This is an optimization exercise on Yosys and OpenROAD, whose aim is small area, not a production implementation.
Only the layout flow was run in this run; the RTL was not checked for function there.
Power figures rest on the tool's default switching activity, not on a simulated workload.

==> design/flow/design.v <==
module binary_counter
#(
	parameter WIDTH	= 32	 
)
(
	input	wire 		clk,
	input	wire		enable_n,
	input	wire		reset_n,
	output	wire		data_out_msb,
	output	reg [WIDTH-1:0]	data_cnt
);
	always @ (posedge clk or negedge reset_n)
	begin
		if (!reset_n)
			data_cnt <= 'h0;
		else if (!enable_n)
			data_cnt <= data_cnt + 1'b1;
	end
	assign	data_out_msb = data_cnt[WIDTH-1];
endmodule
module binary_debouncer
#(
	parameter WIDTH	= 32,	 
	parameter POLARITY = "HIGH",	 
	parameter TIMEOUT = 50000,	 
	parameter TIMEOUT_WIDTH = 16	 
)
(
	input	wire 			clk,
	input	wire			reset_n,
	input	wire [WIDTH-1:0]	data_in,
	output	wire [WIDTH-1:0]	data_out
);
	reg [TIMEOUT_WIDTH-1:0] counter [0:WIDTH-1];
	wire counter_reset [0:WIDTH-1];
	wire counter_enable [0:WIDTH-1];
	genvar i;
	generate for (i = 0; i < WIDTH; i = i+1)
	begin:  debounce_counter_loop
		always @ (posedge clk or negedge reset_n)
		begin
			if (!reset_n)
			begin
				counter[i] <= 'h0;
			end
			else
			begin
				if (counter_reset[i] == 1)
				begin	 
					counter[i] <= 'h0;
				end
				else if (counter_enable[i] == 1)
				begin
					counter[i] <= counter[i] + 1'b1;
				end
			end
		end
		if (POLARITY == "HIGH")
		begin	 
			assign counter_reset[i] = (data_in[i] == 0);
			assign counter_enable[i] = (data_in[i] == 1)
						 & (counter[i] < TIMEOUT);
			assign data_out[i] = (counter[i] == TIMEOUT)
					   ? 1'b1
					   : 1'b0;
		end
		else
		begin	 
			assign counter_reset[i] = (data_in[i] == 1);
			assign counter_enable[i] = (data_in[i] == 0)
						 & (counter[i] < TIMEOUT);
			assign data_out[i] = (counter[i] == TIMEOUT)
					   ? 1'b0
					   : 1'b1;
		end
	end
	endgenerate
endmodule
module binary_delay
#(
	parameter WIDTH	= 32	 
)
(
	input	wire 		clk,
	input	wire		reset_n,
	output	wire		data_out_n
);
	reg [WIDTH:0]		data_cnt;
	always @ (posedge clk or negedge reset_n)
	begin
		if (!reset_n)
			data_cnt <= WIDTH + 1'b0;
		else if (data_cnt[WIDTH] == 1'b0)
			data_cnt <= data_cnt + 1'b1;
		else
			data_cnt <= data_cnt;
	end
	assign	data_out_n = !data_cnt[WIDTH-1];
endmodule
module bit_syncin_debouncer
#(
	parameter WIDTH	= 32	 
)
(
	input	wire 		clk,
	input	wire		por_n,		 
	input	wire		data_in_n,
	output	wire		data_out_n
);
	reg			data_r1, data_r2, data_n ;
	reg [WIDTH-1:0]		data_db_cnt;	 
	always @ (posedge clk or negedge por_n)
	begin	 
		if (!por_n)
		begin
			data_db_cnt <= 'd0;
			data_r1 <= 1'b0;
			data_r2 <= 1'b0;
			data_n <= 1'b0;
		end
		else
		begin
		if (data_db_cnt[WIDTH-1])
		begin
			data_db_cnt <= 'd0;
		end
		else
		begin
			data_db_cnt <= data_db_cnt + 'd1;
		end
		if (data_db_cnt[WIDTH-1])
		begin   
			data_r1 <= data_in_n;
			data_r2 <= data_r1;
			if (data_r2 == data_r1)
			begin
				data_n <= data_r2;
			end
			else
			begin
				data_n <= 1'b0;  
			end
		end
		end
	end
	assign data_out_n = data_n;
endmodule
module ghrd_glue (
	input	wire		CLK_50_MAX10,	 
	input	wire		POR_n,		 
	input	wire		CPU_RESETn,	 
	input	wire [3:0]	USER_PB,	 
	input	wire [4:0]	USER_DIPSW,	 
	output	wire		system_reset_n,		 
	output	wire		ENETA_RESETn,		 
	output	wire		ENETB_RESETn,		 
	output	wire		USER_LED_4,		 
	output	wire [3:0]	debounced_user_pb,	 
	output	wire [4:0]	debounced_user_dipsw	 
);
	bit_syncin_debouncer #(
		.WIDTH		(20)		 
	) system_reset_debouncer (
		.clk		(CLK_50_MAX10),
		.por_n		(POR_n),
		.data_in_n	(CPU_RESETn),
		.data_out_n	(system_reset_n)
	);
	wire			periphery_reset_n;
	binary_delay #(
		.WIDTH		(20)		 
	) periphery_reset_delay (
		.clk		(CLK_50_MAX10),
		.reset_n	(system_reset_n),
		.data_out_n	(periphery_reset_n)
	);
	assign ENETA_RESETn = periphery_reset_n;
	assign ENETB_RESETn = periphery_reset_n;
	binary_debouncer #(
		.WIDTH		(4),
		.POLARITY	("LOW"),
		.TIMEOUT	(50000),	 
		.TIMEOUT_WIDTH	(16)		 
	) user_pb_debouncer (
		.clk		(CLK_50_MAX10),
		.reset_n	(system_reset_n),
		.data_in	(USER_PB),
		.data_out	(debounced_user_pb)
	);
	binary_debouncer #(
		.WIDTH		(5),
		.POLARITY	("LOW"),
		.TIMEOUT	(50000),	 
		.TIMEOUT_WIDTH	(16)		 
	) user_dipsw_debouncer (
		.clk		(CLK_50_MAX10),
		.reset_n	(system_reset_n),
		.data_in	(USER_DIPSW),
		.data_out	(debounced_user_dipsw)
	);
	binary_counter #(
		.WIDTH		(22)
	) sysrunsig_cnt (
		.clk		(CLK_50_MAX10),
		.reset_n	(system_reset_n),
		.enable_n	(1'b0),
		.data_out_msb	(USER_LED_4),
		.data_cnt	()
	);
endmodule
==> design/flow/run.sh <==
#!/bin/bash
# synth_recipe.tcl (not shown) runs the flow's synth.tcl, then flattens the netlist and writes it again
# the make line also repeats each setting of config.mk as NAME=value (left out here)
make -C /OpenROAD-flow-scripts/flow DESIGN_CONFIG=/design/flow/config.mk WORK_HOME=/design/flow/orfs CLKGATE_MAP_FILE= SYNTH_SCRIPT=/design/flow/synth_recipe.tcl finish
==> design/flow/config.mk <==
export PLATFORM = sky130hd
export DESIGN_NAME = ghrd_glue
export DESIGN_NICKNAME = ghrd_glue
export VERILOG_FILES = /design/flow/design.v
export SDC_FILE = /design/flow/constraint.sdc
export NUM_CORES = 4
export LEC_CHECK = 0
export CAP_MARGIN = 20
export CORE_MARGIN = 2
export CORE_UTILIZATION = 40
export SLEW_MARGIN = 20
==> design/flow/constraint.sdc <==
create_clock -name core_clock -period 20.0 [get_ports {CLK_50_MAX10}]
set_input_delay 4.0000 -clock core_clock [delete_from_list [all_inputs] [get_ports {CLK_50_MAX10}]]
set_output_delay 4.0000 -clock core_clock [all_outputs]
set_load 0.01 [all_outputs]
==> metrics.cfg <==
[run_status]
status=finished clean

[yosys]
synth_fa_ha_area_share_pct=2.44
synth-main-ff-cell=dfrtp_1
synth.distinct_cells=57
yosysMostFrequentCell=dfrtp_1
avgSynthCellArea_um2=9.68
synth-edff-count=0
synth_cells=1115
ys_top_cells_by_area=dfrtp_1 48%, xnor2_1 11%, nor2_1 6.1%
synth_mux_area_share_pct=0.812
synth_top_area_share_pct=48.2
syn_area_um2=10800
synth.top_cells.by_count=208 x dfrtp_1, 176 x nor2_1, 140 x xnor2_1, 80 x nand2_1, 69 x nand3_1
yosys_register_bits=210
async_reset_ff_share_pct=100
synth_top_family_by_area=simple AND/OR/NAND/NOR gates
synth_compound_area_share_pct=5.91
synth-simple-area-share_pct=25.7
synth-xor-area-share_pct=13.8
synth.net_count=1148
seq_area_frac_synth_pct=48.7
yosysTopAreaCell=dfrtp_1
yosys_warnings=7

[sta]
period_share_pct=32.1
fmax_ghz=0.156
finalSetupViolCount=0
hold_viol_final=0
maxSlewViolCount=0
skew_ns=0.0133
worst-slew-pin-transition_ns=0.959
rsz0062_at_grt=no
whs_ns=0.462
period_needed_ns=6.42
slew_headroom_pct=36.1
tns_ns=0

[floorplan]
core-area_um2=26700
design.die.area_um2=28300
core.rowCount=60
ios=25
die_h_um=168
initial_core_util_pct=40.4
die_w_um=168

[clocking]
clk_pin_slew_worst_paths_ns=0.06
clock_latency_ns=0.51
postCtsResizedCells=0
cts-root-buf=clkbuf_16
cts_tree=yes
cts_buffer_depth=3
htreeDepth=1
cts_buffers=25
cts_hold_buf=0
clock_sink_count=210
cts_setup_buffers=0

[global_routing]
grt_max_degree=75
grt_usage_pct=14.5
grt_pass1_wl_um=35600
grt_pass1_vias=7708
antenna_found_initial=0
grt.overflow.total=0

[setup_path]
crit_type=reg2out
critical-path-slowest-cell=or4_1
worst-r2r-setup-slack_ns=17.51
max_stage_delay_ns=0.56
startpoint_type=flop
path_delay_family=simple AND/OR/NAND/NOR gates
crit_required_ns=16.00
end_kind=primary output
crit_path_max_fanout=5
arrival_ns=2.42
crit_buf_inv=1
path_cells=or4_1 > nor4b_1 > nand4_1 > clkdlybuf4s50_1

[pwr]
power_switching_mw=0.190
p_leak_nw=4.83
power_frac_clock_pct=48.4
vdd_drop_max_mv=0.0534
p_int_mw=0.702
switching_share_pct=21.3
p_per_area_nw_per_um2=73.5
pwr-share-comb_pct=2.6
p_seq_share_pct=49.0

[route]
drtPass1Iterations=4
avgViaCountPerCell=5.17
route.vias.total=7707
totalWireLength_um=19600
drtIter0Drc=437
postRouteAntennaNets=0
drcViolationCount=0
wire_per_inst_um=13.1

[placement]
portBuffers=24
place_congestion=0.785
hpwl_um=12600

[cells_and_area]
fillCellCount=2551
nNetsFinal=1167
drive_above_1_share_pct=6.35
antenna_cells=0
syn2layout_area_growth_pct=12.4

[min_path]
hold_path.class=reg2reg

[flow_run]
cap_violations=0

[cells by family (layout without fill, tap and decap cells)]
kind of cell    after synthesis  after routing
simple gates                539            539
xor+xnor                    170            170
flops                       210            210
buf+inv                      71            106
fa+ha+maj                    21             21
mux                           8              8
compound gates               96             96
[per-layer routing]
layer / track usage, % / routed length [µm] / part of all wire [%]
met3: 2.42 / 533 / 2.7
met2: 23.7 / 8820 / 45
met1: 20.0 / 9830 / 50
met5: 0 / 0 / 0
met4: 3.71 / 407 / 2.1
[cell usage in the layout (no fill, tap or decap), types with 21 or more instances in the layout]
cell type        instances
and3_1                  22
a21oi_1                 33
xor2_1                  30
nand3_1                 69
and4_1                  21
ha_1                    21
nor2_1                 176
o21ai_0                 26
nand4_1                 36
nor3_1                  50
xnor2_1                140
inv_1                   36
clkbuf_16               25
nand2_1                 80
dfrtp_1                207
clkdlybuf4s50_1         23
[power groups by stage]
stage	logic, mW	registers [mW]	clock network (mW)
after floorplan	0.0176	0.442	0
after global placement	0.0239	0.444	0
after detailed placement	0.0241	0.444	0
after CTS	0.0243	0.436	0.449
after global routing	0.0278	0.437	0.466
final	0.0236	0.437	0.432
[sequential cells by signal, indices dropped and copies added, names as in the netlist]
signal                              count
user_dipsw_debouncer.counter           80
system_reset_debouncer.data_r2          1
system_reset_debouncer.data_n           1
user_pb_debouncer.counter              64
sysrunsig_cnt.data_cnt                 22
periphery_reset_delay.data_cnt         21
system_reset_debouncer.data_db_cnt     20
system_reset_debouncer.data_r1          1
[area by class of cell]
class | instances | area (µm²) | area share (%)
Sequential cell | 210 | 5260 | 43.4
Multi-Input combinational cell | 834 | 5260 | 43.4
Clock buffer | 34 | 719 | 5.93
Tap cell | 341 | 427 | 3.52
Timing Repair Buffer | 27 | 258 | 2.13
Inverter | 36 | 135 | 1.11
Clock inverter | 9 | 70.1 | 0.578
[through the flow]
step / area, µm² / util [%] / power [mW] / instances / worst slack (ns)
after floorplan: 10800 / - / 0.460 / 1115 / 11.60
after global placement: 11300 / 42.4 / 0.468 / 1448 / 14.12
after detailed placement: 11300 / 42.4 / 0.468 / 1448 / 14.11
after CTS: 12100 / 45.4 / 0.910 / 1491 / 13.55
after global routing: 12100 / 45.4 / 0.931 / 1491 / 13.42
final: 12100 / 45.4 / 0.892 / 1491 / 13.58
[worst paths after layout]
| check | from | end | depth (start not counted) |
|---|---|---|---|
| worst max-delay path | user_dipsw_debouncer.counter[4][12]$_DFFE_PN0P_ | debounced_user_dipsw[4] | 4 |
| worst min-delay path | sysrunsig_cnt.data_cnt[0]$_DFF_PN0_ | sysrunsig_cnt.data_cnt[0]$_DFF_PN0_ | 1 |
| worst max register to register | system_reset_debouncer.data_n$_DFFE_PN0P_ | user_dipsw_debouncer.counter[3][11]$_DFFE_PN0P_ | 2 |
| worst min register to register | sysrunsig_cnt.data_cnt[0]$_DFF_PN0_ | sysrunsig_cnt.data_cnt[0]$_DFF_PN0_ | 1 |
| max in group asynchronous | POR_n | system_reset_debouncer.data_n$_DFFE_PN0P_ | 1 |
| min in group asynchronous | system_reset_debouncer.data_n$_DFFE_PN0P_ | user_pb_debouncer.counter[2][9]$_DFFE_PN0P_ | 0 |

-- static timing again, ports no longer ideal --
In the flow no input, the clock included, has a driving cell. The finished layout below was timed again as built, in two steps.
Step 1, drivers: a clkbuf_16 drives CLK_50_MAX10 and a buf_2 each remaining input, both assumed.
Step 2 also shifts input and output timing later by t, the mid clock arrival at the registers, as if the neighbouring blocks saw the same clock.
Three values: ideal, step 1, step 2; two values: the first two.
t, ns: 0.553
setup slack, ns: 13.580 / 13.533 / 14.087
slew at the worst register clock pin (ns): 0.06 / 0.06
cell pins on the clock port's net: 1
After both steps this run still meets setup and hold. For this run, drivers alone change the setup slack by -0.047 ns; drivers and shift together by +0.507 ns.
